From an optimization exercise on the open Yosys and OpenROAD flow, aimed at a short achievable clock period and few clock cycles; shortcuts taken in it are not production practice.
RTL that was checked went through simulation tests only; none was proved equivalent to the original.
The RTL of runs 1 and 2 was laid out without a check of its function.
No activity file was given, so power comes from the tool's default toggle rates.

File: design/flow/run.sh
#!/bin/bash
# synth_recipe.tcl (not shown) runs the flow's synth.tcl, then flattens the netlist and writes it again
# the make line also repeats each setting of config.mk as NAME=value (left out here)
make -C /OpenROAD-flow-scripts/flow DESIGN_CONFIG=/design/flow/config.mk WORK_HOME=/design/flow/orfs CLKGATE_MAP_FILE= SYNTH_SCRIPT=/design/flow/synth_recipe.tcl finish
File: design/flow/config.mk
export PLATFORM = sky130hd
export DESIGN_NAME = cr16_core
export DESIGN_NICKNAME = cr16_core
export VERILOG_FILES = /design/flow/design.v
export SDC_FILE = /design/flow/constraint.sdc
export NUM_CORES = 4
export LEC_CHECK = 0
export CAP_MARGIN = 80
export CORE_MARGIN = 2
export CORE_UTILIZATION = 40
export SLEW_MARGIN = 80
File: design/flow/design.v
module cr16_core
       (input wire I_CLK,
        input wire I_NRESET,
        input wire [15:0] I_MEM_DATA,
        input wire [15:0] I_EXT_MEM_DATA,
        output wire [15:0] O_MEM_DATA,
        output wire [15:0] O_MEM_ADDRESS,
        output wire O_MEM_WRITE_ENABLE,
        output wire [15:0] O_EXT_MEM_DATA,
        output wire [15:0] O_EXT_MEM_ADDRESS,
        output wire O_EXT_MEM_WRITE_ENABLE);
function automatic [16:0] add16(input [15:0] a, input [15:0] b, input cin);
    reg [15:0] g, p, gn, pn, c;
    integer d, n;
    begin
        g = a & b;
        p = a ^ b;
        g[0] = g[0] | (p[0] & cin);
        for (d = 1; d < 16; d = d * 2) begin
            gn = g;
            pn = p;
            for (n = d; n < 16; n = n + 1) begin
                gn[n] = g[n] | (p[n] & g[n - d]);
                pn[n] = p[n] & p[n - d];
            end
            g = gn;
            p = pn;
        end
        c = {g[14:0], cin};
        add16 = {g[15], (a ^ b) ^ c};
    end
endfunction
reg [15:0][15:0] rf;      
reg [4:0] flags;          
reg [15:0] maddr, mwd;
reg mwe;
reg [15:0] xaddr, xwd;
reg xwe;
assign O_MEM_ADDRESS          = maddr;
assign O_MEM_DATA             = mwd;
assign O_MEM_WRITE_ENABLE     = mwe;
assign O_EXT_MEM_ADDRESS      = xaddr;
assign O_EXT_MEM_DATA         = xwd;
assign O_EXT_MEM_WRITE_ENABLE = xwe;
reg rq_f;                 
reg ar_f;                 
reg [15:0] ar_pc, ar_pc1;    
reg [15:0] fpc;           
reg [15:0] nextf;         
reg ar_pt;                
reg [15:0] ar_ptgt;
reg [31:0] btb_v;
reg [31:0][10:0] btb_tag;
reg [31:0][15:0] btb_tgt;
reg [31:0] btb_r;         
reg [3:0][15:0] ras;
reg [31:0] fidx;          
reg bt_v, bt_r;
reg [10:0] bt_tag;
reg [15:0] bt_tgt0;
integer j;
always @(*) begin
    bt_v   = 1'b0;
    bt_r   = 1'b0;
    bt_tag = 11'b0;
    bt_tgt0 = 16'b0;
    for (j = 0; j < 32; j = j + 1) begin
        bt_v   = bt_v | (fidx[j] & btb_v[j]);
        bt_tag = bt_tag | ({11{fidx[j]}} & btb_tag[j]);
        bt_r   = bt_r | (fidx[j] & btb_r[j]);
        bt_tgt0 = bt_tgt0 | ({16{fidx[j]}} & btb_tgt[j]);
    end
end
wire bt_hit = bt_v && bt_tag == fpc[15:5];
wire [15:0] bt_tgt = bt_r ? ras[0] : bt_tgt0;
wire [15:0] succ = rq_f ? (bt_hit ? bt_tgt : fpc + 16'd1) : nextf;
reg pend_v;               
reg [15:0] pend_tgt;
reg ret_q, ret_a;         
reg lq_v, lq_x, la_v, la_x, lq_c, la_c;
reg [3:0] lq_rd, la_rd;
reg [15:0] lq_cd, la_cd;
wire [15:0] ldata = la_c ? la_cd : la_x ? I_EXT_MEM_DATA : I_MEM_DATA;
reg [15:0] wc_v;
reg [15:0] sp1;           
reg sp1_ok;
reg [15:0][15:0] wc_a, wc_d;
reg [2:0][15:0] qi, qpc, qpc1, qptgt;
reg [2:0] qpt;
reg [2:0] qh, qt;
reg [1:0] qn;
reg ir_v, irpt;
reg [15:0] ir, irpc, r_pc1, irptgt;
reg e_v;
reg [15:0] opa, opx, opb, e_sd, e_tgt, e_pc, e_pc1, e_ptgt;
reg e_pt, e_chit, e_topa;
reg [15:0] e_cdata;
reg [3:0] sh;
reg [3:0] e_rd, e_ldrd, e_cc;
reg e_add, e_addc, e_sub, e_not, e_and, e_or, e_xor, e_lsh, e_rsh;
reg e_alu, e_mul, e_ssf, e_wrd;
reg e_push, e_call, e_store, e_pop, e_ret, e_load, e_loadx, e_storex, e_bc, e_jc;
reg mul_ph;
reg [15:0] ma, mb, mp0, mp1, mp2, mp3;
reg wb_v;
reg [3:0] wb_rd;
reg [15:0] wb_d;
wire e_stall = e_v && e_mul && !mul_ph;
wire e_go    = e_v && !e_stall;
reg ctrue;
always @(*) begin
    case (e_cc)
        4'h0: ctrue = flags[3];
        4'h1: ctrue = !flags[3];
        4'h2: ctrue = flags[0];
        4'h3: ctrue = !flags[0];
        4'h4: ctrue = flags[2];
        4'h5: ctrue = !flags[2];
        4'h6: ctrue = !flags[4] && !flags[3];
        4'h7: ctrue = !flags[4];
        4'h8: ctrue = !flags[1] && !flags[3];
        4'h9: ctrue = !flags[1];
        4'hA: ctrue = flags[4];
        4'hB: ctrue = flags[4] || flags[3];
        4'hC: ctrue = flags[1];
        4'hD: ctrue = flags[1] || flags[3];
        4'hE: ctrue = 1'b1;
        default: ctrue = 1'b0;
    endcase
end
wire cin = e_sub || e_addc;
wire [16:0] sum = add16(opb, opx, cin);
wire z_sum = ((opb ^ opx) ^ {opb[14:0] | opx[14:0], cin}) == 16'b0;
wire b_gt_a  = opb > opa;
wire b_gt_as = $signed(opb) > $signed(opa);
reg [15:0] alu_r;
always @(*) begin
    alu_r = 16'b0;
    if (e_add || e_sub) alu_r = sum[15:0];
    if (e_not) alu_r = ~opa;
    if (e_and) alu_r = opa & opb;
    if (e_or)  alu_r = opa | opb;
    if (e_xor) alu_r = opa ^ opb;
    if (e_lsh) alu_r = opb << sh;
    if (e_rsh) alu_r = opb >> sh;
end
reg [4:0] alu_f;
always @(*) begin
    alu_f = 5'b0;
    alu_f[3] = (e_add || e_sub) ? z_sum : alu_r == 16'b0;
    if (e_add) begin
        alu_f[0] = sum[16];
        alu_f[1] = b_gt_a;
        alu_f[2] = (opa[15] == opb[15]) && (opa[15] != sum[15]);
        alu_f[4] = (opa[15] != opb[15] && sum[15]) || (opa[15] && opb[15]);
    end
    if (e_sub) begin
        alu_f[0] = b_gt_a;
        alu_f[1] = b_gt_a;
        alu_f[2] = (opa[15] != opb[15]) && (opa[15] == sum[15]);
        alu_f[4] = b_gt_as;
    end
    if (e_mul) alu_f = 5'b0;
end
wire [4:0] flags_n = (e_go && e_alu) ? alu_f : (e_go && e_ssf) ? opa[4:0] : flags;
wire [15:0] mul_r = mp0 + mp1 + mp2 + mp3;
wire e_we = e_go && e_wrd;
wire [3:0] e_wr = e_rd;
wire [15:0] e_wd = e_mul ? mul_r : alu_r;
wire e_retm = e_ret && !e_chit;             
wire e_ctl  = e_bc || e_jc || e_call || e_ret;
wire taken  = ((e_bc || e_jc) && ctrue) || e_call || e_ret;
wire [15:0] e_rt = e_topa ? opa : e_tgt;     
wire tgt_ok = e_rt == e_ptgt;
wire mispr  = e_go && !e_retm && (taken ? !(e_pt && tgt_ok) : e_pt);
wire [15:0] fix_tgt = taken ? e_rt : e_pc1;
wire [15:0] e_wdat = e_call ? e_sd : opa;
wire t_call = e_go && e_call;
wire t_ret  = e_go && e_retm;
wire kill   = mispr || t_ret;
wire e_mw = e_go && (e_push || e_call || e_store);
wire e_mr = e_go && (((e_pop || e_load) && !e_chit) || e_retm);
wire [15:0] e_ma = (e_pop || e_ret) ? sum[15:0] : opb;
wire iv = ir_v;
reg [15:0] qh_i, qh_pc, qh_pc1, qh_ptgt;
reg qh_pt;
integer k;
always @(*) begin
    qh_i = 16'b0;
    qh_pc = 16'b0;
    qh_pc1 = 16'b0;
    qh_ptgt = 16'b0;
    qh_pt = 1'b0;
    for (k = 0; k < 3; k = k + 1) begin
        qh_i    = qh_i | ({16{qh[k]}} & qi[k]);
        qh_pc   = qh_pc | ({16{qh[k]}} & qpc[k]);
        qh_pc1  = qh_pc1 | ({16{qh[k]}} & qpc1[k]);
        qh_ptgt = qh_ptgt | ({16{qh[k]}} & qptgt[k]);
        qh_pt   = qh_pt | (qh[k] & qpt[k]);
    end
end
wire [3:0] op  = ir[15:12];
wire [3:0] ex  = ir[7:4];
wire [3:0] rdf = ir[11:8];
wire [3:0] rsf = ir[3:0];
wire op0 = op == 4'h0;
wire opf = op == 4'hF;
wire d_aluim  = op >= 4'h1 && op <= 4'h9;
wire d_arshi  = opf && ex == 4'h0;
wire d_alu    = op0 || d_aluim || d_arshi;
wire d_mul    = (op0 && ex == 4'h2) || op == 4'h3;
wire d_cmp    = (op0 && ex == 4'h4) || op == 4'h5;
wire d_mov    = opf && ex == 4'h1;
wire d_jc     = opf && ex == 4'h2;
wire d_call   = opf && ex == 4'h3;
wire d_ret    = opf && ex == 4'h4;
wire d_lpc    = opf && ex == 4'h5;
wire d_lsf    = opf && ex == 4'h6;
wire d_ssf    = opf && ex == 4'h7;
wire d_push   = opf && ex == 4'h8;
wire d_pop    = opf && ex == 4'h9;
wire d_load   = opf && ex == 4'hA;
wire d_store  = opf && ex == 4'hB;
wire d_loadx  = opf && ex == 4'hC;
wire d_storex = opf && ex == 4'hD;
wire d_movil  = op == 4'hA;
wire d_moviu  = op == 4'hB;
wire d_bc     = op == 4'hC;
wire d_calld  = op == 4'hD;
wire d_lsh    = op0 && (ex == 4'h9 || ex == 4'hA || ex == 4'hD || ex == 4'hE);
wire d_rsh    = (op0 && (ex == 4'hB || ex == 4'hC || ex == 4'hF)) || d_arshi;
wire imm_shift = (op0 && (ex == 4'hA || ex == 4'hC || ex == 4'hE)) || d_arshi;
wire a_reg = (op0 && !imm_shift) || d_mov || d_ssf ||   
             d_jc || d_call || d_push || d_store || d_storex;
wire u_rs = a_reg || d_jc || d_call || d_push || d_load || d_loadx || d_store || d_storex;
wire u_rd = d_alu || d_movil || d_moviu || d_store || d_storex || d_mov || d_lpc || d_lsf ||
            d_pop || d_load || d_loadx;
wire u_sp = d_push || d_pop || d_call || d_calld || d_ret;
wire d_pass = d_mov || d_movil || d_moviu || d_lpc || d_lsf;
wire r_sub = (op0 && (ex == 4'h3 || ex == 4'h4)) || op == 4'h4 || op == 4'h5 ||
             d_push || d_call || d_calld;
wire b_rs   = d_load || d_loadx;                       
wire [3:0] bsel = u_sp ? 4'd15 : b_rs ? rsf : rdf;
wire [15:0] ra_w = (wb_v && wb_rd == rsf) ? wb_d : rf[rsf];
wire [15:0] rb_w = (wb_v && wb_rd == bsel) ? wb_d : rf[bsel];
wire fa = e_we && e_wr == rsf;               
wire fb = e_we && e_wr == bsel;              
wire la_a = la_v && la_rd == rsf && !fa;     
wire la_b = la_v && la_rd == bsel && !fb;    
wire e_isld = e_v && (e_pop || e_load || e_loadx);
function automatic hz(input v, input [3:0] r, input urs, input urd, input usp,
                      input [3:0] rs_, input [3:0] rd_);
    hz = v && ((urs && rs_ == r) || (urd && rd_ == r) || (usp && r == 4'd15));
endfunction
wire r_stall = hz(e_isld, e_ldrd, u_rs, u_rd, u_sp, rsf, rdf) ||
               hz(lq_v, lq_rd, u_rs, u_rd, u_sp, rsf, rdf) ||
               (d_mul && (fa || fb || la_a || la_b)) ||
               (d_lsf && e_v && (e_alu || e_ssf)) ||
               (d_ret && (fb || la_b || (wb_v && wb_rd == 4'd15)));
wire issue = iv && !r_stall && !e_stall && !kill;
wire lk_sp = d_pop || d_ret;
wire sp_cur = !fb && !la_b && !(wb_v && wb_rd == 4'd15) && sp1_ok;    
wire [15:0] lk_a = lk_sp ? sp1 : ra_w;
wire lk_fwd = lk_sp ? !sp_cur : (fa || la_a);
wire e_wr_hit = e_mw && opb == lk_a;
wire c_hit = wc_v[lk_a[3:0]] && wc_a[lk_a[3:0]] == lk_a;
wire r_hit = (lk_sp || d_load) && !lk_fwd && (e_wr_hit || c_hit);
wire [15:0] r_cd = e_wr_hit ? e_wdat : wc_d[lk_a[3:0]];
reg [15:0] opa_e;
always @(*) begin
    if (d_movil)
        opa_e = {rb_w[15:8], ir[7:0]};
    else if (d_moviu)
        opa_e = {ir[7:0], rb_w[7:0]};
    else if (d_lpc)
        opa_e = irpc;
    else if (imm_shift)
        opa_e = {12'b0, ir[3:0]};
    else if (d_aluim && op <= 4'h5)
        opa_e = {{8{ir[7]}}, ir[7:0]};
    else if (d_aluim)
        opa_e = {8'b0, ir[7:0]};
    else if (d_lsf)
        opa_e = 16'b0;
    else
        opa_e = ra_w;
end
wire a_hi_f = (a_reg && fa) || (d_movil && fb);
wire a_lo_f = (a_reg && fa) || (d_moviu && fb);
wire a_hi_l = (a_reg && la_a) || (d_movil && la_b);
wire a_lo_l = (a_reg && la_a) || (d_moviu && la_b);
wire [15:0] opa_d, opa_n, opx_d;
assign opa_n[15:8] = a_hi_l ? ldata[15:8] : opa_e[15:8];
assign opa_n[7:0]  = a_lo_l ? ldata[7:0] : d_lsf ? {3'b0, flags} : opa_e[7:0];
assign opa_d[15:8] = a_hi_f ? e_wd[15:8] : opa_n[15:8];
assign opa_d[7:0]  = a_lo_f ? e_wd[7:0] : opa_n[7:0];
wire [15:0] subm = {16{r_sub}};
wire [15:0] opx_sp = r_sub ? 16'hFFFE : 16'h0001;
assign opx_d[15:8] = (a_hi_f && !u_sp) ? e_wd[15:8] ^ subm[15:8] :
                     u_sp ? opx_sp[15:8] : opa_n[15:8] ^ subm[15:8];
assign opx_d[7:0]  = (a_lo_f && !u_sp) ? e_wd[7:0] ^ subm[7:0] :
                     u_sp ? opx_sp[7:0] : opa_n[7:0] ^ subm[7:0];
wire [15:0] opb_d = (fb && !d_pass) ? e_wd : d_pass ? 16'b0 : la_b ? ldata : rb_w;
wire sd_call = d_call || d_calld;
wire [15:0] sd_d = r_pc1;
wire [15:0] r_disp = d_bc ? {{8{ir[7]}}, ir[7:0]} : {{4{ir[11]}}, ir[11:0]};
wire t_imm = d_bc || d_calld;
wire [16:0] r_tgt17 = add16(r_pc1, r_disp, 1'b0);
wire [15:0] r_tgt = r_tgt17[15:0];
wire [15:0] tgt_d = d_ret ? r_cd : r_tgt;
wire enq = ar_f && !kill;
wire ar_f_n = rq_f && !kill;
wire [2:0] held = {1'b0, qn} + {2'b0, ir_v};
wire room = (held <= 3'd1) || (held == 3'd2 && !(ar_f && rq_f)) || (held == 3'd3 && !(ar_f || rq_f));
wire ir_take = issue || !ir_v;          
wire q_deq = ir_take && qn != 2'd0;    
wire q_enq = enq && !(ir_take && qn == 2'd0);
integer i;
always @(posedge I_CLK or negedge I_NRESET) begin
    if (!I_NRESET) begin
        rf       <= '0;
        flags    <= 5'b0;
        maddr    <= 16'b0;
        mwd      <= 16'b0;
        mwe      <= 1'b0;
        xaddr    <= 16'b0;
        xwd      <= 16'b0;
        xwe      <= 1'b0;
        rq_f     <= 1'b0;
        ar_f     <= 1'b1;
        ar_pc    <= 16'b0;
        ar_pc1   <= 16'd1;
        fpc      <= 16'b0;
        fidx     <= 32'b1;
        nextf    <= 16'd1;
        ar_pt    <= 1'b0;
        ar_ptgt  <= 16'b0;
        btb_v    <= 32'b0;
        btb_tag  <= '0;
        btb_tgt  <= '0;
        btb_r    <= 32'b0;
        ras      <= '0;
        qpt      <= 3'b0;
        ir_v     <= 1'b0;
        irpt     <= 1'b0;
        ir       <= 16'b0;
        irpc     <= 16'b0;
        r_pc1    <= 16'b0;
        irptgt   <= 16'b0;
        qptgt    <= '0;
        e_pc     <= 16'b0;
        e_pc1    <= 16'b0;
        e_ptgt   <= 16'b0;
        e_pt     <= 1'b0;
        e_chit   <= 1'b0;
        e_topa   <= 1'b0;
        e_cdata  <= 16'b0;
        lq_c     <= 1'b0;
        la_c     <= 1'b0;
        lq_cd    <= 16'b0;
        la_cd    <= 16'b0;
        wc_v     <= 16'b0;
        sp1      <= 16'd1;
        sp1_ok   <= 1'b1;
        wc_a     <= '0;
        wc_d     <= '0;
        pend_v   <= 1'b0;
        pend_tgt <= 16'b0;
        ret_q    <= 1'b0;
        ret_a    <= 1'b0;
        lq_v     <= 1'b0;
        lq_x     <= 1'b0;
        lq_rd    <= 4'b0;
        la_v     <= 1'b0;
        la_x     <= 1'b0;
        la_rd    <= 4'b0;
        qh       <= 3'b1;
        qt       <= 3'b1;
        qn       <= 2'b0;
        qi       <= '0;
        qpc      <= '0;
        qpc1     <= '0;
        e_v      <= 1'b0;
        opa      <= 16'b0;
        opx      <= 16'b0;
        opb      <= 16'b0;
        e_sd     <= 16'b0;
        e_tgt    <= 16'b0;
        sh       <= 4'b0;
        e_rd     <= 4'b0;
        e_ldrd   <= 4'b0;
        e_cc     <= 4'b0;
        {e_add, e_addc, e_sub, e_not, e_and, e_or, e_xor, e_lsh, e_rsh} <= 9'b0;
        {e_alu, e_mul, e_ssf, e_wrd} <= 4'b0;
        {e_push, e_call, e_store, e_pop, e_ret, e_load, e_loadx, e_storex, e_bc, e_jc} <= 10'b0;
        mul_ph   <= 1'b0;
        ma       <= 16'b0;
        mb       <= 16'b0;
        mp0      <= 16'b0;
        mp1      <= 16'b0;
        mp2      <= 16'b0;
        mp3      <= 16'b0;
        wb_v     <= 1'b0;
        wb_rd    <= 4'b0;
        wb_d     <= 16'b0;
    end
    else begin
        for (i = 0; i < 16; i = i + 1) begin
            if (wb_v && wb_rd == i)
                rf[i] <= wb_d;
            else if (la_v && la_rd == i)
                rf[i] <= ldata;
        end
        if (wb_v && wb_rd == 4'd15) begin
            sp1    <= wb_d + 16'd1;
            sp1_ok <= 1'b1;
        end
        else if (la_v && la_rd == 4'd15)
            sp1_ok <= 1'b0;
        wb_v  <= e_we;
        wb_rd <= e_wr;
        wb_d  <= e_wd;
        flags <= flags_n;
        if (e_v && e_mul) begin
            mul_ph <= !mul_ph;
            mp0 <= ma * mb[3:0];
            mp1 <= (ma * mb[7:4]) << 4;
            mp2 <= (ma * mb[11:8]) << 8;
            mp3 <= (ma * mb[15:12]) << 12;
        end
        lq_v  <= e_go && (e_pop || e_load || e_loadx);
        lq_c  <= e_chit && !e_loadx;
        lq_cd <= e_cdata;
        la_c  <= lq_c;
        la_cd <= lq_cd;
        if (e_mw) begin
            wc_v[opb[3:0]] <= 1'b1;
            wc_a[opb[3:0]] <= opb;
            wc_d[opb[3:0]] <= e_wdat;
        end
        lq_x  <= e_loadx;
        lq_rd <= e_ldrd;
        la_v  <= lq_v;
        la_x  <= lq_x;
        la_rd <= lq_rd;
        ret_q <= t_ret;
        ret_a <= ret_q;
        xwe <= e_go && e_storex;
        if (e_go && (e_loadx || e_storex)) begin
            xaddr <= opb;
            xwd   <= opa;
        end
        ar_f    <= ar_f_n;
        ar_pc   <= fpc;
        ar_pc1  <= fpc + 16'd1;
        ar_pt   <= bt_hit;
        ar_ptgt <= bt_tgt;
        if (t_call && mispr) begin
            pend_v   <= 1'b1;
            pend_tgt <= e_rt;
        end
        mwe   <= e_mw;
        rq_f  <= 1'b0;
        nextf <= succ;
        if (e_mw || e_mr) begin
            maddr <= e_ma;
            mwd   <= e_wdat;
        end
        else if (mispr) begin
            maddr <= fix_tgt;
            fpc   <= fix_tgt;
            fidx   <= 32'b1 << fix_tgt[4:0];
            rq_f  <= 1'b1;
        end
        else if (pend_v) begin
            pend_v <= 1'b0;
            maddr  <= pend_tgt;
            fpc    <= pend_tgt;
            fidx    <= 32'b1 << pend_tgt[4:0];
            rq_f   <= 1'b1;
        end
        else if (ret_a) begin
            maddr <= I_MEM_DATA;
            fpc   <= I_MEM_DATA;
            fidx   <= 32'b1 << I_MEM_DATA[4:0];
            rq_f  <= 1'b1;
        end
        else if (!ret_q && room) begin
            maddr <= succ;
            fpc   <= succ;
            fidx   <= 32'b1 << succ[4:0];
            rq_f  <= 1'b1;
        end
        if (e_go && e_call)
            ras <= {ras[2:0], e_pc1};
        else if (e_go && e_ret)
            ras <= {ras[3], ras[3:1]};
        if (e_go && e_ctl) begin
            if (taken) begin
                btb_v[e_pc[4:0]]   <= 1'b1;
                btb_tag[e_pc[4:0]] <= e_pc[15:5];
                btb_tgt[e_pc[4:0]] <= e_rt;
                btb_r[e_pc[4:0]]   <= e_ret;
            end
            else if (e_pt)
                btb_v[e_pc[4:0]] <= 1'b0;
        end
        for (i = 0; i < 3; i = i + 1) begin
            if (q_enq && qt[i]) begin
                qi[i]    <= I_MEM_DATA;
                qpc[i]   <= ar_pc;
                qpc1[i]  <= ar_pc1;
                qpt[i]   <= ar_pt;
                qptgt[i] <= ar_ptgt;
            end
        end
        if (kill) begin
            qh <= 3'b1;
            qt <= 3'b1;
            qn <= 2'b0;
            ir_v <= 1'b0;
        end
        else begin
            if (q_enq) qt <= {qt[1:0], qt[2]};
            if (q_deq) qh <= {qh[1:0], qh[2]};
            qn <= q_deq ? (q_enq ? qn : qn - 2'd1) : (q_enq ? qn + 2'd1 : qn);
            if (ir_take) begin
                ir_v <= qn != 2'd0 || enq;
                if (qn != 2'd0) begin
                    ir     <= qh_i;
                    irpc   <= qh_pc;
                    r_pc1  <= qh_pc1;
                    irptgt <= qh_ptgt;
                    irpt   <= qh_pt;
                end
                else begin
                    ir     <= I_MEM_DATA;
                    irpc   <= ar_pc;
                    r_pc1  <= ar_pc1;
                    irptgt <= ar_ptgt;
                    irpt   <= ar_pt;
                end
            end
        end
        if (!e_stall && d_mul) begin
            ma <= opa_e;
            mb <= rb_w;
        end
        if (!e_stall && (d_lsh || d_rsh))
            sh <= opa_d[3:0];
        if (kill)
            e_v <= 1'b0;
        else if (!e_stall) begin
            e_v <= issue;
            begin
                opa    <= opa_d;
                opx    <= opx_d;
                opb    <= opb_d;
                e_sd   <= sd_d;
                e_tgt  <= tgt_d;
                e_topa <= d_jc || d_call;
                e_pc   <= irpc;
                e_pc1  <= r_pc1;
                e_pt   <= irpt;
                e_ptgt <= irptgt;
                e_chit <= r_hit;
                e_cdata <= r_cd;
                e_rd   <= u_sp ? 4'd15 : rdf;
                e_ldrd <= rdf;
                e_cc   <= rdf;
                e_add  <= (op0 && (ex == 4'h0 || ex == 4'h1)) || op == 4'h1 || op == 4'h2 ||
                          d_pop || d_ret;
                e_addc <= (op0 && ex == 4'h1) || op == 4'h2;
                e_sub  <= r_sub;
                e_not  <= (op0 && ex == 4'h5) || op == 4'h6;
                e_and  <= (op0 && ex == 4'h6) || op == 4'h7;
                e_or   <= (op0 && ex == 4'h7) || op == 4'h8 || d_pass;
                e_xor  <= (op0 && ex == 4'h8) || op == 4'h9;
                e_lsh  <= d_lsh;
                e_rsh  <= d_rsh;
                e_alu  <= d_alu;
                e_mul  <= d_mul;
                e_ssf  <= d_ssf;
                e_wrd  <= (d_alu && !d_cmp) || d_pass || u_sp;
                e_push   <= d_push;
                e_call   <= d_call || d_calld;
                e_store  <= d_store;
                e_pop    <= d_pop;
                e_ret    <= d_ret;
                e_load   <= d_load;
                e_loadx  <= d_loadx;
                e_storex <= d_storex;
                e_bc     <= d_bc;
                e_jc     <= d_jc;
            end
        end
    end
end
endmodule
File: design/flow/constraint.sdc
create_clock -name core_clock -period 15.0 [get_ports {I_CLK}]
set_input_delay 3.0000 -clock core_clock [delete_from_list [all_inputs] [get_ports {I_CLK}]]
set_output_delay 3.0000 -clock core_clock [all_outputs]
set_load 0.01 [all_outputs]
==> impl_metrics.json, run 1 <==
{
  "status": "finished clean",
  "cts_setup_buffers": 0,
  "drive_above_1_share": 0.2320,
  "die_area_um2": 323900,
  "cts_sinks": 2574,
  "ys_types": 98,
  "io-pin-count": 100,
  "cp_slowest_cell": "clkdlybuf4s50_1",
  "area_growth_pct": 26.29,
  "synth_warnings": 1,
  "synth_most_common_cell": "dfrtp_1",
  "sequentialPowerShare": 0.288,
  "grt_max_degree": 41,
  "crit_path_start_kind": "register",
  "setup_viol": 0,
  "place_hpwl_mm": 356.9,
  "final_nets": 13734,
  "fmax_mhz": 147.0,
  "vias": 108769,
  "fp-row-count": 207,
  "start_util": 0.4020,
  "synth_edf_count": 0,
  "crit_type": "register to register",
  "port_buffers": 99,
  "critPathMaxFanout": 24,
  "slew_violations": 0,
  "synth_top_area_cell": "dfrtp_1",
  "hp-class": "register to register",
  "yosysSeqAreaShare": 0.5043,
  "drt_pass1_iterations": 8,
  "ys_seq_elements": 2574,
  "max-slew-margin-rel": 0.7840,
  "place_area_um2": 149400,
  "fill_cells": 27869,
  "die_w_um": 569.1,
  "layout_min_cycle_time_ns": 6.804,
  "clkTransAtPathRegs_ns": 0.06,
  "grt_pass1_vias": 105015,
  "root_buffer": "clkbuf_16",
  "combPwrFrac": 0.523,
  "antenna_found_initial": 13,
  "dieHeight_um": 569.1,
  "finalCritPeriodShare": 0.4536,
  "yosysTopAreaCellShare": 0.5027,
  "crit_family": "buffers and inverters",
  "cpPeakStageDelay_ns": 0.56,
  "gp_congestion": 0.9701,
  "syn_nets": 13307,
  "crit_required_ns": 15.79,
  "grt_usage": 0.3060,
  "crit_top_cell": "clkdlybuf4s50_1",
  "syn-mean-instance-area_um2": 9.795,
  "cts_buffers": 286,
  "route.detailed.drc": 0,
  "grt_pass1_wl_mm": 737.5,
  "drt-initial-drc-count": 13114,
  "p_leak_nw": 70.33,
  "async_reset_ff_frac": 1.000,
  "netlist_area_um2": 127700,
  "cts_hold_buffers": 0,
  "p_int_w": 0.02201,
  "ir_drop_v": 0.0001941,
  "tns_ns": 0,
  "power_frac_clock": 0.189,
  "post_drt_wl_per_cell_um": 28.30,
  "via_per_inst": 6.086,
  "cp.arrival_ns": 7.60,
  "grt.overflow.total": 0,
  "clock_latency_ns": 0.92,
  "synth_flop_cell": "dfrtp_1",
  "worstPathCellList": "buf_8 > buf_16 > or3b_4 > a211oi_4 > buf_1 > buf_6 > o41ai_2 > clkdlybuf4s25_1 > clkdlybuf4s50_1 > buf_1 > a21oi_4 > buf_8 > nor2_1 > a32oi_1 > clkdlybuf4s50_1 > and4b_1 > nor4_2 > clkdlybuf4s50_1 > a2111oi_4 > clkdlybuf4s50_1 > clkdlybuf4s50_1 > o2111ai_1 > o21ai_1",
  "pwr_density_cell_nw_per_um2": 246.4,
  "drv_cap": 0,
  "synth_commonest_cells": "2,566 x dfrtp_1, 1,896 x nand2_1, 1,226 x o21ai_0, 1,080 x nor2_1, 959 x a21oi_1",
  "coreArea_um2": 317800,
  "cts_tree": "yes",
  "cts_resized": 0,
  "p_switching_w": 0.01774,
  "crit_buf_inv": 12,
  "syn_inst": 13041,
  "wl_mm": 505.9,
  "finalHoldViolCount": 0,
  "clockBufferDepth": 4,
  "cp-end-kind": "register",
  "clock_skew_ns": 0.08079,
  "rsz0062_at_grt": "false",
  "h-tree-depth": 5,
  "yosys-top-cells-area": "dfrtp_1 50%, nand2_1 5.6%, o21ai_0 4.8%, mux2i_1 4.6%, mux2_2 4.3%",
  "fin_area_um2": 161300,
  "swShare": 0.4462,
  "final_antenna_net_count": 0,
  "worst_slew_pin_slew_ns": 0.3173
}
sequential cells by signal, indices dropped and copies added (netlist names), 32 cells and up, named ones only:
signal / count
wc_a: 256
qpc: 48
btb_tgt: 512
qi: 48
btb_tag: 352
rf: 256
ras: 64
qpc1: 48
wc_d: 256
btb_r: 32
fidx: 32
qptgt: 48
placed cells by master (no fill, tap or decap), types with 77 or more instances in the layout:
master and count:
nor2_1 959, buf_8 237, nand3_1 159, buf_16 128, buf_12 130, nand4_1 132
a21oi_1 882, buf_2 153, buf_1 109, a22oi_1 418, clkbuf_16 298, a31oi_1 82
buf_6 175, mux4_2 92, ha_1 155, dfrtp_1 2386, xnor2_1 130, and2_1 77
clkdlybuf4s50_1 114, buf_4 137, mux2_2 490, dfrtp_2 118, inv_1 202, nand2_1 1803
o21ai_0 1154, mux2i_1 526
layer usage:
layer  global-route usage  share of wire  up-vias
met5                    0       0.000067        -
met4               0.1839          0.070        4
met3              0.05920          0.090     1528
met1               0.4008           0.39    54398
met2               0.4703           0.45     5722
li1                     -              -    47117
power by group through the flow:
stage                     logic (W)  clock network [W]  registers, W
after global placement       0.0155                  0        0.0114
final                        0.0208            0.00751        0.0115
after global routing         0.0218            0.00782        0.0116
after floorplan              0.0104                  0        0.0103
after CTS                    0.0198            0.00756        0.0114
after detailed placement     0.0197                  0        0.0115
metrics by stage:
step,setup slack [ns],hold slack [ns],util,instances,total power [W]
2_1_floorplan,10.67,0.3312,-,13041,0.02062
3_3_place_gp,8.533,0.3319,0.4192,16600,0.02691
3_5_place_dp,8.658,0.3363,0.4701,17291,0.03115
4_1_cts,8.667,0.3495,0.5011,17794,0.03869
5_1_grt,7.954,0.3552,0.5076,17864,0.04123
6_report,8.196,0.3490,0.5076,17872,0.03975
path summary, 6_finish.rpt:
check	endpoint	start	slack [ns]	cells past startpoint
worst max register to register	e_chit	ir[7]	8.20	23
worst min register to register	la_cd[7]	lq_cd[7]	0.35	0
worst min-delay path	la_cd[7]	lq_cd[7]	0.35	0
min in group asynchronous	btb_tgt[77]	I_NRESET	1.93	1
max in group asynchronous	wc_a[143]	I_NRESET	9.59	15
worst max-delay path	e_chit	ir[7]	8.20	23
kinds of logic after synthesis:
family / count (synthesis) / share of synthesized area
AOI/OAI and AO/OA: 3608 / 0.1743
muxes: 1212 / 0.1093
and+or+nand+nor: 3861 / 0.1290
adders and majority gates: 234 / 0.02670
buffers and inverters: 1325 / 0.04080
DFF: 2574 / 0.5043
xor gates and xnor gates: 227 / 0.01556
cell type report:
cell class / instances / area (um2) / share of cell area
Multi-Input combinational cell: 9142 / 65060 / 0.4033
Sequential cell: 2574 / 64810 / 0.4017
Timing Repair Buffer: 1229 / 15450 / 0.09575
Clock buffer: 405 / 8378 / 0.05193
Tap cell: 4180 / 5230 / 0.03242
Clock inverter: 98 / 1453 / 0.009004
Inverter: 235 / 928.4 / 0.005755
Antenna cell: 9 / 22.52 / 0.0001396
==> run 2: changes to the inputs <==
==> design/flow/flow/run.sh (new file) <==
#!/bin/bash
# Layout flow: the standard flow, with the delay cells (clkdlybuf4s*, dlygate4sd*,
# dlymetal6s*) kept out of the layout steps so that buffering and resizing use ordinary buffers.
# The synthesis is the standard one, unchanged. Each step's full output goes to its own log here.
set -euo pipefail
DU="sky130_fd_sc_hd__probe_p_8 sky130_fd_sc_hd__probec_p_8 sky130_fd_sc_hd__lpflow_bleeder_1 sky130_fd_sc_hd__lpflow_clkbufkapwr_1 sky130_fd_sc_hd__lpflow_clkbufkapwr_16 sky130_fd_sc_hd__lpflow_clkbufkapwr_2 sky130_fd_sc_hd__lpflow_clkbufkapwr_4 sky130_fd_sc_hd__lpflow_clkbufkapwr_8 sky130_fd_sc_hd__lpflow_clkinvkapwr_1 sky130_fd_sc_hd__lpflow_clkinvkapwr_16 sky130_fd_sc_hd__lpflow_clkinvkapwr_2 sky130_fd_sc_hd__lpflow_clkinvkapwr_4 sky130_fd_sc_hd__lpflow_clkinvkapwr_8 sky130_fd_sc_hd__lpflow_decapkapwr_12 sky130_fd_sc_hd__lpflow_decapkapwr_3 sky130_fd_sc_hd__lpflow_decapkapwr_4 sky130_fd_sc_hd__lpflow_decapkapwr_6 sky130_fd_sc_hd__lpflow_decapkapwr_8 sky130_fd_sc_hd__lpflow_inputiso0n_1 sky130_fd_sc_hd__lpflow_inputiso0p_1 sky130_fd_sc_hd__lpflow_inputiso1n_1 sky130_fd_sc_hd__lpflow_inputiso1p_1 sky130_fd_sc_hd__lpflow_inputisolatch_1 sky130_fd_sc_hd__lpflow_isobufsrc_1 sky130_fd_sc_hd__lpflow_isobufsrc_16 sky130_fd_sc_hd__lpflow_isobufsrc_2 sky130_fd_sc_hd__lpflow_isobufsrc_4 sky130_fd_sc_hd__lpflow_isobufsrc_8 sky130_fd_sc_hd__lpflow_isobufsrckapwr_16 sky130_fd_sc_hd__lpflow_lsbuf_lh_hl_isowell_tap_1 sky130_fd_sc_hd__lpflow_lsbuf_lh_hl_isowell_tap_2 sky130_fd_sc_hd__lpflow_lsbuf_lh_hl_isowell_tap_4 sky130_fd_sc_hd__lpflow_lsbuf_lh_isowell_4 sky130_fd_sc_hd__lpflow_lsbuf_lh_isowell_tap_1 sky130_fd_sc_hd__lpflow_lsbuf_lh_isowell_tap_2 sky130_fd_sc_hd__lpflow_lsbuf_lh_isowell_tap_4  sky130_fd_sc_hd__clkdlybuf4s15_1 sky130_fd_sc_hd__clkdlybuf4s15_2 sky130_fd_sc_hd__clkdlybuf4s18_1 sky130_fd_sc_hd__clkdlybuf4s18_2 sky130_fd_sc_hd__clkdlybuf4s25_1 sky130_fd_sc_hd__clkdlybuf4s25_2 sky130_fd_sc_hd__clkdlybuf4s50_1 sky130_fd_sc_hd__clkdlybuf4s50_2 sky130_fd_sc_hd__dlygate4sd1_1 sky130_fd_sc_hd__dlygate4sd2_1 sky130_fd_sc_hd__dlygate4sd3_1 sky130_fd_sc_hd__dlymetal6s2s_1 sky130_fd_sc_hd__dlymetal6s4s_1 sky130_fd_sc_hd__dlymetal6s6s_1"
bash standard.sh synth > run_synth.log 2>&1
bash standard.sh "DONT_USE_CELLS=$DU" finish > run_layout.log 2>&1
==> design/flow/standard.sh (new file) <==
#!/bin/bash
# synth_recipe.tcl (not shown) runs the flow's synth.tcl, then flattens the netlist and writes it again
# the make line also repeats each setting of config.mk as NAME=value (left out here)
make -C /OpenROAD-flow-scripts/flow DESIGN_CONFIG=/design/flow/config.mk WORK_HOME=/design/flow/orfs CLKGATE_MAP_FILE= SYNTH_SCRIPT=/design/flow/synth_recipe.tcl "${@:-finish}"
removed: design/flow/run.sh
==> impl_metrics.json, run 2 <==
{
  "crit_top_cell": "buf_2",
  "tns_ns": 0,
  "antenna_found_initial": 24,
  "ys_types": 98,
  "route.detailed.drc": 0,
  "yosysTopAreaCellShare": 0.5027,
  "yosys-top-cells-area": "dfrtp_1 50%, nand2_1 5.6%, o21ai_0 4.8%, mux2i_1 4.6%, mux2_2 4.3%",
  "cts_hold_buffers": 0,
  "cpPeakStageDelay_ns": 0.53,
  "setup_viol": 0,
  "p_leak_nw": 71.65,
  "max-slew-margin-rel": 0.7486,
  "worst_slew_pin_slew_ns": 0.3666,
  "area_growth_pct": 27.23,
  "synth_warnings": 1,
  "dp_cells": 17744,
  "final_nets": 14187,
  "grt_max_degree": 48,
  "fill_cells": 27822,
  "h-tree-depth": 5,
  "mostFrequentLayoutCells": "2,356 x dfrtp_1, 1,790 x nand2_1, 1,151 x o21ai_0",
  "wl_mm": 519.7,
  "whs_ns": 0.3467,
  "crit_required_ns": 15.80,
  "synth_most_common_cell": "dfrtp_1",
  "drt-initial-drc-count": 13335,
  "synth_top_area_cell": "dfrtp_1",
  "synthAdderAreaFrac": 0.02670,
  "status": "finished clean",
  "drive_above_1_share": 0.2688,
  "coreArea_um2": 317800,
  "via_per_inst": 6.075,
  "clock_skew_ns": 0.09669,
  "grt_pass1_vias": 108175,
  "io-pin-count": 100,
  "yosysSeqAreaShare": 0.5043,
  "crit_path_start_kind": "register",
  "layout_commonest_cell": "dfrtp_1",
  "finalHoldViolCount": 0,
  "cp-end-kind": "register",
  "start_util": 0.4020,
  "worst_slack_ns": 9.240,
  "yosys.area_share.simple": 0.1290,
  "synth_edf_count": 0,
  "drt_pass1_iterations": 9,
  "port_buffers": 99,
  "layout.cells.non_filler": 18348,
  "r2r_slack_ns": 9.24,
  "grt.overflow.total": 0,
  "cts_tree": "yes",
  "syn_nets": 13307,
  "cts_resized": 0,
  "crit_type": "register to register",
  "synth_compound_area_frac": 0.1743,
  "finalCritPeriodShare": 0.3840,
  "rsz0062_at_grt": "false",
  "ys_seq_elements": 2574,
  "reg.largest.list": "btb_tgt (512), btb_tag (352)",
  "syn_inst": 13041,
  "grt_usage": 0.3147,
  "clockBufferDepth": 4,
  "hp-class": "register to register",
  "die_area_um2": 323900,
  "largest_reg_flops": 512,
  "gp_congestion": 1.011,
  "cts_buffers": 290,
  "grt_pass1_wl_mm": 759.0,
  "syn-mean-instance-area_um2": 9.795,
  "final_antenna_net_count": 0,
  "clkTransAtPathRegs_ns": 0.06,
  "synth_flop_cell": "dfrtp_1",
  "cts_setup_buffers": 0,
  "post_drt_wl_per_cell_um": 28.32,
  "cp_slowest_cell": "dfrtp_4",
  "async_reset_ff_frac": 1.000,
  "place_hpwl_mm": 387.4,
  "dieHeight_um": 569.1,
  "slew_violations": 0,
  "preCtsSetupSlack_ns": 8.846,
  "cp.arrival_ns": 6.56,
  "layout_min_cycle_time_ns": 5.760,
  "synth.area.mux_share": 0.1093,
  "fmax_mhz": 173.6,
  "clock_latency_ns": 0.92,
  "synth_top_family_by_area": "compound AO/OA/AOI/OAI gates",
  "regMostFlops": "btb_tgt",
  "fp-row-count": 207,
  "ir_drop_v": 0.0002002,
  "drv_cap": 0,
  "root_buffer": "clkbuf_16",
  "critPathMaxFanout": 25,
  "synth_xor_area_frac": 0.01556,
  "netlist_area_um2": 127700,
  "cts_sinks": 2574,
  "die_w_um": 569.1,
  "synth_commonest_cells": "2,566 x dfrtp_1, 1,896 x nand2_1, 1,226 x o21ai_0, 1,080 x nor2_1, 959 x a21oi_1",
  "vias": 111463,
  "pwr_density_cell_nw_per_um2": 245.8
}
## run 2: cell counts after synthesis
Identical to the previous run, type by type.
## run 2: final cells by class
type | count | area [um2] | share of cell area
clock buffer | 424 | 8632 | 0.05311
timing repair buffer | 1678 | 15410 | 0.09482
multi-input combinational | 9142 | 66070 | 0.4066
antenna | 25 | 62.56 | 0.0003849
sequential | 2574 | 64990 | 0.3999
tap | 4180 | 5230 | 0.03218
inverter | 235 | 955.9 | 0.005882
clock inverter | 90 | 1167 | 0.007183
## run 2: layer usage
layer  up-vias  track usage  wire, um
met4        20       0.2046     40140
met2      6027       0.4778    229500
li1      48052            -         -
met3      1710      0.06691     49490
met1     55654       0.4070    200400
met5         -            0       124
## run 2: metrics by stage
stage | power [W] | instance area (um2) | util
2_1_floorplan | 0.02062 | 127700 | -
3_3_place_gp | 0.02677 | 131500 | 0.4139
3_5_place_dp | 0.03138 | 151100 | 0.4754
4_1_cts | 0.03889 | 160900 | 0.5062
5_1_grt | 0.04138 | 162500 | 0.5113
6_report | 0.03995 | 162500 | 0.5114
## run 2: worst paths after layout
kind,end,from,cells past startpoint
worst max-delay path,e_tgt[15],ir[7],27
worst min-delay path,la_cd[12],lq_cd[12],0
worst max register to register,e_tgt[15],ir[7],27
worst min register to register,la_cd[12],lq_cd[12],0
max in group asynchronous,wc_a[183],I_NRESET,16
min in group asynchronous,btb_tgt[378],I_NRESET,2
## run 2: power breakdown
| part | internal, W | switching, W | total [W] |
|---|---|---|---|
| clock network | 0.00441 | 0.00304 | 0.00745 |
| logic | 0.00816 | 0.0125 | 0.0207 |
| registers | 0.00924 | 0.00257 | 0.0118 |
## run 2: worst max-delay path, delay by kind of cell, from the launching register on
kind	cells	cell delay, ns
compound gates	7	1.12
buf+inv	16	2.96
flops	1	0.53
simple gates	4	0.99
## run 2: kinds of logic (layout without fill, tap and decap cells)
logic type | Yosys count | after routing
xor+xnor | 227 | 227
other cells | 0 | 25
simple gates | 3861 | 3861
compound gates | 3608 | 3608
mux | 1212 | 1212
fa+ha+maj | 234 | 234
flops | 2574 | 2574
buf+inv | 1325 | 2427
==> run 3: changes to the inputs <==
--- a/design/flow/design.v
+++ b/design/flow/design.v
@@ -54,3 +54,7 @@
 reg [31:0][15:0] btb_tgt;
-reg [31:0] btb_r;         
+reg [31:0] btb_r;
+reg bu_set, bu_clr, bu_r;
+reg [4:0] bu_idx;
+reg [10:0] bu_tag;
+reg [15:0] bu_tgt;         
 reg [3:0][15:0] ras;
@@ -83,6 +87,6 @@
 wire [15:0] ldata = la_c ? la_cd : la_x ? I_EXT_MEM_DATA : I_MEM_DATA;
-reg [15:0] wc_v;
+reg [7:0] wc_v;
 reg [15:0] sp1;           
 reg sp1_ok;
-reg [15:0][15:0] wc_a, wc_d;
+reg [7:0][15:0] wc_a, wc_d;
 reg [2:0][15:0] qi, qpc, qpc1, qptgt;
@@ -95,3 +99,3 @@
 reg [15:0] opa, opx, opb, e_sd, e_tgt, e_pc, e_pc1, e_ptgt;
-reg e_pt, e_chit, e_topa;
+reg e_pt, e_chit, e_topa, e_lsf;
 reg [15:0] e_cdata;
@@ -141,3 +145,3 @@
     if (e_and) alu_r = opa & opb;
-    if (e_or)  alu_r = opa | opb;
+    if (e_or)  alu_r = opa | opb | {11'b0, e_lsf ? flags : 5'b0};    
     if (e_xor) alu_r = opa ^ opb;
@@ -257,5 +261,7 @@
                (d_mul && (fa || fb || la_a || la_b)) ||
-               (d_lsf && e_v && (e_alu || e_ssf)) ||
                (d_ret && (fb || la_b || (wb_v && wb_rd == 4'd15)));
 wire issue = iv && !r_stall && !e_stall && !kill;
+wire r_pbr = d_ret || d_calld || (d_bc && rdf != 4'hF && (ir[7] || rdf == 4'hE));
+wire rdr = iv && !irpt && r_pbr && !kill;
+wire [15:0] ras_eff = (e_go && e_call) ? e_pc1 : (e_go && e_ret) ? ras[1] : ras[0];
 wire lk_sp = d_pop || d_ret;
@@ -265,5 +271,5 @@
 wire e_wr_hit = e_mw && opb == lk_a;
-wire c_hit = wc_v[lk_a[3:0]] && wc_a[lk_a[3:0]] == lk_a;
+wire c_hit = wc_v[lk_a[2:0]] && wc_a[lk_a[2:0]] == lk_a;
 wire r_hit = (lk_sp || d_load) && !lk_fwd && (e_wr_hit || c_hit);
-wire [15:0] r_cd = e_wr_hit ? e_wdat : wc_d[lk_a[3:0]];
+wire [15:0] r_cd = e_wr_hit ? e_wdat : wc_d[lk_a[2:0]];
 reg [15:0] opa_e;
@@ -293,3 +299,3 @@
 assign opa_n[15:8] = a_hi_l ? ldata[15:8] : opa_e[15:8];
-assign opa_n[7:0]  = a_lo_l ? ldata[7:0] : d_lsf ? {3'b0, flags} : opa_e[7:0];
+assign opa_n[7:0]  = a_lo_l ? ldata[7:0] : opa_e[7:0];
 assign opa_d[15:8] = a_hi_f ? e_wd[15:8] : opa_n[15:8];
@@ -309,5 +315,8 @@
 wire [15:0] r_tgt = r_tgt17[15:0];
+wire [15:0] r_ptgt = d_ret ? ras_eff : r_tgt;
 wire [15:0] tgt_d = d_ret ? r_cd : r_tgt;
-wire enq = ar_f && !kill;
-wire ar_f_n = rq_f && !kill;
+wire a_pt = ar_pt;
+wire [15:0] a_ptgt = ar_ptgt;
+wire enq = ar_f && !kill && !rdr;
+wire ar_f_n = rq_f && !kill && !rdr;
 wire [2:0] held = {1'b0, qn} + {2'b0, ir_v};
@@ -341,2 +350,8 @@
         btb_r    <= 32'b0;
+        bu_set   <= 1'b0;
+        bu_clr   <= 1'b0;
+        bu_r     <= 1'b0;
+        bu_idx   <= 5'b0;
+        bu_tag   <= 11'b0;
+        bu_tgt   <= 16'b0;
         ras      <= '0;
@@ -356,2 +371,3 @@
         e_topa   <= 1'b0;
+        e_lsf    <= 1'b0;
         e_cdata  <= 16'b0;
@@ -361,3 +377,3 @@
         la_cd    <= 16'b0;
-        wc_v     <= 16'b0;
+        wc_v     <= 8'b0;
         sp1      <= 16'd1;
@@ -436,5 +452,5 @@
         if (e_mw) begin
-            wc_v[opb[3:0]] <= 1'b1;
-            wc_a[opb[3:0]] <= opb;
-            wc_d[opb[3:0]] <= e_wdat;
+            wc_v[opb[2:0]] <= 1'b1;
+            wc_a[opb[2:0]] <= opb;
+            wc_d[opb[2:0]] <= e_wdat;
         end
@@ -463,3 +479,3 @@
         rq_f  <= 1'b0;
-        nextf <= succ;
+        nextf <= rdr ? r_ptgt : succ;
         if (e_mw || e_mr) begin
@@ -474,2 +490,8 @@
         end
+        else if (rdr) begin
+            maddr <= r_ptgt;
+            fpc   <= r_ptgt;
+            fidx  <= 32'b1 << r_ptgt[4:0];
+            rq_f  <= 1'b1;
+        end
         else if (pend_v) begin
@@ -497,14 +519,18 @@
             ras <= {ras[3], ras[3:1]};
-        if (e_go && e_ctl) begin
-            if (taken) begin
-                btb_v[e_pc[4:0]]   <= 1'b1;
-                btb_tag[e_pc[4:0]] <= e_pc[15:5];
-                btb_tgt[e_pc[4:0]] <= e_rt;
-                btb_r[e_pc[4:0]]   <= e_ret;
-            end
-            else if (e_pt)
-                btb_v[e_pc[4:0]] <= 1'b0;
+        bu_set <= e_go && e_ctl && taken;
+        bu_clr <= e_go && e_ctl && !taken && e_pt;
+        bu_idx <= e_pc[4:0];
+        bu_tag <= e_pc[15:5];
+        bu_tgt <= e_rt;
+        bu_r   <= e_ret;
+        if (bu_set) begin
+            btb_v[bu_idx]   <= 1'b1;
+            btb_tag[bu_idx] <= bu_tag;
+            btb_tgt[bu_idx] <= bu_tgt;
+            btb_r[bu_idx]   <= bu_r;
         end
+        else if (bu_clr)
+            btb_v[bu_idx] <= 1'b0;
         for (i = 0; i < 3; i = i + 1) begin
-            if (q_enq && qt[i]) begin
+            if (enq && qt[i]) begin    
                 qi[i]    <= I_MEM_DATA;
@@ -512,4 +538,4 @@
                 qpc1[i]  <= ar_pc1;
-                qpt[i]   <= ar_pt;
-                qptgt[i] <= ar_ptgt;
+                qpt[i]   <= a_pt;
+                qptgt[i] <= a_ptgt;
             end
@@ -522,2 +548,13 @@
         end
+        else if (rdr) begin
+            qh <= 3'b1;
+            qt <= 3'b1;
+            qn <= 2'b0;
+            if (issue)
+                ir_v <= 1'b0;
+            else begin
+                irpt   <= 1'b1;
+                irptgt <= r_ptgt;
+            end
+        end
         else begin
@@ -539,4 +576,4 @@
                     r_pc1  <= ar_pc1;
-                    irptgt <= ar_ptgt;
-                    irpt   <= ar_pt;
+                    irptgt <= a_ptgt;
+                    irpt   <= a_pt;
                 end
@@ -561,6 +598,7 @@
                 e_topa <= d_jc || d_call;
+                e_lsf  <= d_lsf;
                 e_pc   <= irpc;
                 e_pc1  <= r_pc1;
-                e_pt   <= irpt;
-                e_ptgt <= irptgt;
+                e_pt   <= irpt || rdr;
+                e_ptgt <= rdr ? r_ptgt : irptgt;
                 e_chit <= r_hit;
==> impl_metrics.json, run 3 <==
{
  "status": "finished clean",
  "yosysSeqAreaShare": 0.4942,
  "crit_path_start_kind": "register",
  "grt_util_met3": 0.08754,
  "synth_most_common_cell": "dfrtp_1",
  "die_w_um": 549.0,
  "layout_commonest_cell": "dfrtp_1",
  "finalCritPeriodShare": 0.3898,
  "ys_types": 107,
  "clockBufferDepth": 4,
  "crit_buf_inv": 10,
  "cts_setup_buffers": 0,
  "wl_mm": 538.2,
  "drt_pass1_iterations": 8,
  "coreArea_um2": 296300,
  "globalRoute.busiestLayer": "met2",
  "cts_hold_buffers": 0,
  "cpPeakStageDelay_ns": 0.62,
  "gp_congestion": 1.052,
  "route.detailed.drc": 0,
  "drv_cap": 0,
  "crit_required_ns": 15.79,
  "netlist_area_um2": 118800,
  "setup.worst_path.end": "e_tgt[7]",
  "grt_pass1_wl_mm": 768.3,
  "async_reset_ff_frac": 1.000,
  "cts_tree": "yes",
  "place_hpwl_mm": 409.1,
  "p_leak_nw": 66.76,
  "setup_viol": 0,
  "layout_min_cycle_time_ns": 5.847,
  "grt_usage": 0.3511,
  "ff2ff_path_depth": 21,
  "reg.largest.list": "btb_tgt (512), btb_tag (352), rf (256)",
  "r2r_slack_ns": 9.15,
  "cp_slowest_cell": "mux4_2",
  "fmax_mhz": 171.0,
  "cts_resized": 0,
  "yosysTopAreaCellShare": 0.4925,
  "via_per_inst": 6.303,
  "area_growth_pct": 27.66,
  "critPathMaxFanout": 16,
  "grt_max_degree": 43,
  "fill_cells": 25765,
  "pwr_density_cell_nw_per_um2": 262.7,
  "seq_area_um2": 59420,
  "clkTransAtPathRegs_ns": 0.06,
  "syn_nets": 11809,
  "mostFrequentLayoutCells": "2,089 x dfrtp_1, 1,431 x nand2_1, 1,004 x mux2_2",
  "port_buffers": 99,
  "synth_commonest_cells": "2,338 x dfrtp_1, 1,549 x nand2_1, 1,004 x mux2_2, 987 x o21ai_0, 824 x clkbuf_1",
  "io-pin-count": 100,
  "finalHoldViolCount": 0,
  "slew_violations": 0,
  "ys_seq_elements": 2346,
  "crit_type": "register to register",
  "final_nets": 12716,
  "vias": 104751,
  "start_util": 0.4010,
  "grt_pass1_vias": 104258,
  "final_antenna_net_count": 0,
  "crit_family": "buffers and inverters",
  "drive_above_1_share": 0.3375,
  "r2r-end": "e_tgt[7]",
  "yosys-top-cells-area": "dfrtp_1 49%, mux2_2 9.5%, nand2_1 4.9%, o21ai_0 4.2%, mux2i_1 3.0%",
  "syn_inst": 11542,
  "post_drt_wl_per_cell_um": 32.38,
  "ir_drop_v": 0.0001481,
  "cp_num_cells": 21,
  "cp.arrival_ns": 6.64,
  "preCtsSetupSlack_ns": 9.235,
  "die_area_um2": 301400,
  "h-tree-depth": 5,
  "root_buffer": "clkbuf_16",
  "grt.overflow.total": 0,
  "crit_top_cell": "buf_2",
  "fp-row-count": 200,
  "dieHeight_um": 549.0,
  "synth_warnings": 1,
  "worstPathCellList": "buf_8 > buf_12 > buf_12 > mux4_2 > mux4_2 > o2111a_2 > a211o_4 > xnor2_1 > nand2_1 > or4_1 > a211oi_4 > buf_2 > buf_2 > buf_2 > buf_2 > buf_2 > buf_4 > buf_4 > a311oi_2 > a211o_1 > a31oi_1",
  "multi_input_area_um2": 63090,
  "cts_buffers": 272,
  "crit_start": "ir[0]",
  "tns_ns": 0,
  "cp-end-kind": "register",
  "cts_sinks": 2346,
  "synth_flop_cell": "dfrtp_1",
  "regMostFlops": "btb_tgt",
  "max-slew-margin-rel": 0.7582,
  "antenna_found_initial": 29,
  "grt_use_met1": 0.4278,
  "rsz0062_at_grt": "false",
  "clock_latency_ns": 0.94,
  "hp-class": "register to register",
  "worst_slack_ns": 9.153,
  "synth_edf_count": 0,
  "syn-mean-instance-area_um2": 10.29,
  "worst_slew_pin_slew_ns": 0.3626,
  "reg2reg_from": "ir[0]",
  "clock_skew_ns": 0.07296,
  "grt_util_met2": 0.5356,
  "synth_top_area_cell": "dfrtp_1",
  "largest_reg_flops": 512,
  "drt-initial-drc-count": 12766
}
run 3: cell types whose count changed in the layout (fill, tap and decap cells not counted), sizes merged, moves of 65 or more:
cell / change
buf: -67
dfrtp: -228
mux2: +488
o21ai: -249
nand2: -347
mux2i: -227
nor2: -429
a21oi: -429
nand3: +65
run 3: logic make-up (layout without fill, tap and decap cells):
family / Yosys count / after routing / synth area share
flops: 2346 / 2346 / 0.4942
other cells: 0 / 15 / 0
xor+xnor: 208 / 208 / 0.01533
buf+inv: 1156 / 2280 / 0.03759
compound gates: 2972 / 2972 / 0.1615
fa+ha+maj: 234 / 234 / 0.02873
simple gates: 3150 / 3150 / 0.1169
mux: 1476 / 1476 / 0.1457
run 3: per-layer routing:
layer | vias to the layer above | wire, um
li1 | 43444 | -
met1 | 53123 | 198300
met2 | 6258 | 237400
met3 | 1904 | 52210
met4 | 22 | 50170
met5 | - | 132
run 3: area by class of cell:
cell class / count / share of cell area
Antenna cell: 15 / 0.0002475
Clock buffer: 400 / 0.05258
Clock inverter: 91 / 0.006526
Inverter: 201 / 0.005635
Multi-Input combinational cell: 8040 / 0.4160
Sequential cell: 2346 / 0.3918
Tap cell: 3939 / 0.03250
Timing Repair Buffer: 1588 / 0.09473
run 3: stage by stage:
step                      utilization  cell area (um2)  cells  hold WS, ns  total power, W
after CTS                      0.5067           150100  16563       0.3007         0.03864
after floorplan                     -           118800  11542       0.3312         0.02026
after detailed placement       0.4765           141200  16072       0.3347         0.03177
after global routing           0.5118           151600  16608       0.3117         0.04122
after global placement         0.4139           122600  14963       0.3331         0.02718
final                          0.5119           151700  16620       0.3024         0.03984
run 3: how the worst min path moves through the flow:
stage,slack [ns],startpoint,endpoint,cells after the start
2_1_floorplan,0.33,lq_c,la_c,0
3_3_place_gp,0.33,lq_cd[14],la_cd[14],0
3_5_place_dp,0.33,lq_cd[2],la_cd[2],0
4_1_cts,0.30,lq_cd[12],la_cd[12],0
5_1_grt,0.31,lq_cd[12],la_cd[12],0
6_report,0.30,lq_cd[12],la_cd[12],0
run 3: power breakdown:
group          switching (W)  total [W]  internal (W)
sequential           0.00283     0.0116       0.00873
clock                0.00286    0.00679       0.00393
combinational         0.0131     0.0215       0.00841
Testbench counts of run 3, summed over its fixed seeds: cycles 300,718.
==> run 4: changes to the inputs <==
--- a/design/flow/config.mk
+++ b/design/flow/config.mk
@@ -10,2 +10,2 @@
 export CORE_UTILIZATION = 40
-export SLEW_MARGIN = 80
+export SLEW_MARGIN = 60
==> impl_metrics.json, run 4 <==
{
  "wl_mm": 533.3,
  "min_from": "lq_cd[14]",
  "grt_pass1_vias": 104570,
  "ys_seq_elements": 2346,
  "cts_tree": "yes",
  "power_frac_clock": 0.179,
  "start_util": 0.4010,
  "finalHoldViolCount": 0,
  "h-tree-depth": 5,
  "synth_most_common_cell": "dfrtp_1",
  "clock_latency_ns": 0.95,
  "r2r_slack_ns": 9.32,
  "drive_above_1_share": 0.2876,
  "setup_viol": 0,
  "post_drt_wl_per_cell_um": 31.44,
  "area_growth_pct": 24.68,
  "die_area_um2": 301400,
  "drt-initial-drc-count": 14136,
  "yosysTopAreaCellShare": 0.4925,
  "gp_congestion": 1.052,
  "crit_type": "register to register",
  "cts_buffers": 271,
  "rsz0062_at_grt": "false",
  "worst_slew_pin_slew_ns": 0.5751,
  "via_per_inst": 6.244,
  "cts_setup_buffers": 0,
  "drv_cap": 0,
  "grt_pass1_wl_mm": 765.4,
  "coreArea_um2": 296300,
  "final_antenna_net_count": 0,
  "synth_top_area_cell": "dfrtp_1",
  "cp_slowest_cell": "mux4_2",
  "combPwrFrac": 0.542,
  "route.detailed.drc": 0,
  "crit_family": "buffers and inverters",
  "syn_nets": 11809,
  "fmax_mhz": 175.9,
  "mostFrequentLayoutCells": "2,238 x dfrtp_1, 1,492 x nand2_1, 1,004 x mux2_2",
  "port_buffers": 99,
  "grt_max_degree": 83,
  "hold_path_end": "la_cd[14]",
  "final_nets": 13079,
  "vias": 105919,
  "sequentialPowerShare": 0.279,
  "grt.overflow.total": 0,
  "root_buffer": "clkbuf_16",
  "regMostFlops": "btb_tgt",
  "max-slew-margin-rel": 0.6166,
  "p_switching_w": 0.01777,
  "cts_sinks": 2346,
  "die_w_um": 549.0,
  "cp-end-kind": "register",
  "reg.largest.list": "btb_tgt (512), btb_tag (352), rf (256)",
  "ys_types": 107,
  "ir_drop_v": 0.0001957,
  "yosys-top-cells-area": "dfrtp_1 49%, mux2_2 9.5%, nand2_1 4.9%, o21ai_0 4.2%, mux2i_1 3.0%",
  "tns_ns": 0,
  "synth_warnings": 1,
  "cpPeakStageDelay_ns": 0.61,
  "finalCritPeriodShare": 0.3789,
  "total_power_w": 0.03863,
  "cp.arrival_ns": 6.51,
  "clockBufferDepth": 4,
  "p_leak_nw": 67.16,
  "netlist_area_um2": 118800,
  "layout_commonest_cell": "dfrtp_1",
  "reg2reg_from": "ir[0]",
  "cts_resized": 0,
  "syn-mean-instance-area_um2": 10.29,
  "yosysSeqAreaShare": 0.4942,
  "async_reset_ff_frac": 1.000,
  "clock_skew_ns": 0.09051,
  "clkTransAtPathRegs_ns": 0.06,
  "layout_min_cycle_time_ns": 5.684,
  "pwr_density_cell_nw_per_um2": 260.8,
  "whs_ns": 0.3232,
  "drt_pass1_iterations": 7,
  "antenna_found_initial": 42,
  "p_int_w": 0.02086,
  "ff2ff_path_depth": 20,
  "crit_required_ns": 15.83,
  "crit_path_start_kind": "register",
  "synth_flop_cell": "dfrtp_1",
  "critPathMaxFanout": 15,
  "swShare": 0.4600,
  "hp-class": "register to register",
  "syn_inst": 11542,
  "place_hpwl_mm": 409.3,
  "largest_reg_flops": 512,
  "synth_edf_count": 0,
  "dieHeight_um": 549.0,
  "r2r-end": "e_tgt[11]",
  "status": "finished clean",
  "io-pin-count": 100,
  "crit_buf_inv": 9,
  "holdPathStages": 0,
  "synth_commonest_cells": "2,338 x dfrtp_1, 1,549 x nand2_1, 1,004 x mux2_2, 987 x o21ai_0, 824 x clkbuf_1",
  "cts_hold_buffers": 0,
  "grt_usage": 0.3481,
  "worstPathCellList": "buf_12 > buf_12 > buf_12 > mux4_2 > mux4_2 > a21boi_1 > buf_2 > o31a_4 > buf_12 > xnor2_1 > nand2_1 > or4_1 > a211oi_4 > buf_2 > buf_2 > buf_2 > buf_8 > mux2_2 > o211ai_1 > o21a_1",
  "fp-row-count": 200,
  "slew_violations": 0
}
-- run 4: area by class of cell --
cell class                      instances  area (um2)
Clock buffer                          379        7844
Inverter                              201       758.2
Sequential cell                      2346       58910
Tap cell                             3939        4928
Multi-Input combinational cell       8040       57680
Antenna cell                           10       25.02
Timing Repair Buffer                 1952       16700
Clock inverter                         96        1276
Fill cell                           26608      148200
-- run 4: stage by stage --
stage / util / instances / area (um2) / worst slack, ns
final: 0.4999 / 16963 / 148100 / 9.316
after global routing: 0.4999 / 16957 / 148100 / 9.130
after CTS: 0.4980 / 16901 / 147600 / 9.339
after detailed placement: 0.4672 / 16426 / 138400 / 9.323
after global placement: 0.4139 / 14963 / 122600 / 8.340
after floorplan: - / 11542 / 118800 / 10.76
-- run 4: worst max path at each step --
stage	from	endpoint	slack [ns]	cells after the start
after detailed placement	I_NRESET	bu_tag[1]	9.32	9
after CTS	ir[0]	e_tgt[11]	9.34	20
final	ir[0]	e_tgt[11]	9.32	20
after global placement	ir[6]	r_pc1[12]	8.34	12
after global routing	ir[0]	e_tgt[11]	9.13	20
after floorplan	I_EXT_MEM_DATA[10]	opx[10]	10.76	5
-- run 4: logic make-up (layout without fill, tap and decap cells) --
kind of cell             Yosys count  after routing  share of synthesized area
other                              0             10                          0
AND/OR/NAND/NOR                 3150           3150                     0.1169
AO/OA/AOI/OAI                   2972           2972                     0.1615
flip-flops                      2346           2346                     0.4942
buffers and inverters           1156           2628                    0.03759
multiplexers                    1476           1476                     0.1457
XOR/XNOR                         208            208                    0.01533
adder cells (fa/ha/maj)          234            234                    0.02873
-- run 4: power groups by stage --
| stage | Clock, W | Sequential, W | Combinational [W] |
|---|---|---|---|
| 2_1_floorplan | 0 | 0.00973 | 0.0105 |
| 3_3_place_gp | 0 | 0.0116 | 0.0156 |
| 3_5_place_dp | 0 | 0.0108 | 0.0201 |
| 4_1_cts | 0.00696 | 0.0107 | 0.0202 |
| 5_1_grt | 0.00723 | 0.0109 | 0.0219 |
| 6_report | 0.00691 | 0.0108 | 0.0209 |
-- run 4: routing by layer --
| metal | share of wire | vias to the layer above | GRT usage |
|---|---|---|---|
| met3 | 0.097 | 1842 | 0.07977 |
| met1 | 0.37 | 53552 | 0.4272 |
| met5 | 0.00037 | - | 0 |
| met4 | 0.087 | 30 | 0.2512 |
| li1 | - | 44095 | - |
| met2 | 0.45 | 6400 | 0.5402 |
-- run 4: worst register-to-register path, cell delays in order, from the launching register on --
cell,delay (ns)
dfrtp_4,0.46
buf_12,0.18
buf_12,0.19
buf_12,0.18
mux4_2,0.52
mux4_2,0.61
a21boi_1,0.19
buf_2,0.16
o31a_4,0.36
buf_12,0.20
xnor2_1,0.14
nand2_1,0.08
or4_1,0.46
a211oi_4,0.27
buf_2,0.24
buf_2,0.19
buf_2,0.29
buf_8,0.21
mux2_2,0.37
o211ai_1,0.18
o21a_1,0.15

==> afterwards: timing with drivers on the ports <==
No port has a modelled driver above. Below, the same layouts with a new extraction and two added sets of constraints.
Step 1: set_driving_cell puts a clkbuf_16 on I_CLK and a buf_2 on each other input, an assumption about the parent block.
Step 2 moves the port delays by t, midway between the first and last clock arrival at a register: inputs arrive t later, outputs are due t later. That takes back most of the time a late clock gives input paths.
a / b / c = ideal ports / drivers / drivers and shift; a / b = the first two.
| run | shift t [ns] | setup WS [ns] | hold slack, ns | pins driven straight from the clock port |
|---|---|---|---|---|
| run 1 | 0.972 | 8.196 / 8.196 / 8.196 | 0.349 / 0.349 / 0.349 | 1 |
| run 2 | 1.002 | 9.240 / 9.240 / 8.861 | 0.347 / 0.347 / 0.347 | 1 |
| run 3 | 1.008 | 9.153 / 9.153 / 9.153 | 0.302 / 0.302 / 0.302 | 1 |
| run 4 | 1.004 | 9.316 / 9.316 / 9.316 | 0.323 / 0.323 / 0.323 | 1 |
After both steps setup and hold are still met in every run listed. For run 2, which loses most, drivers alone change the setup slack by 0.000 ns; drivers and shift together by -0.379 ns. The worst setup slack also covers recovery checks on asynchronous resets.
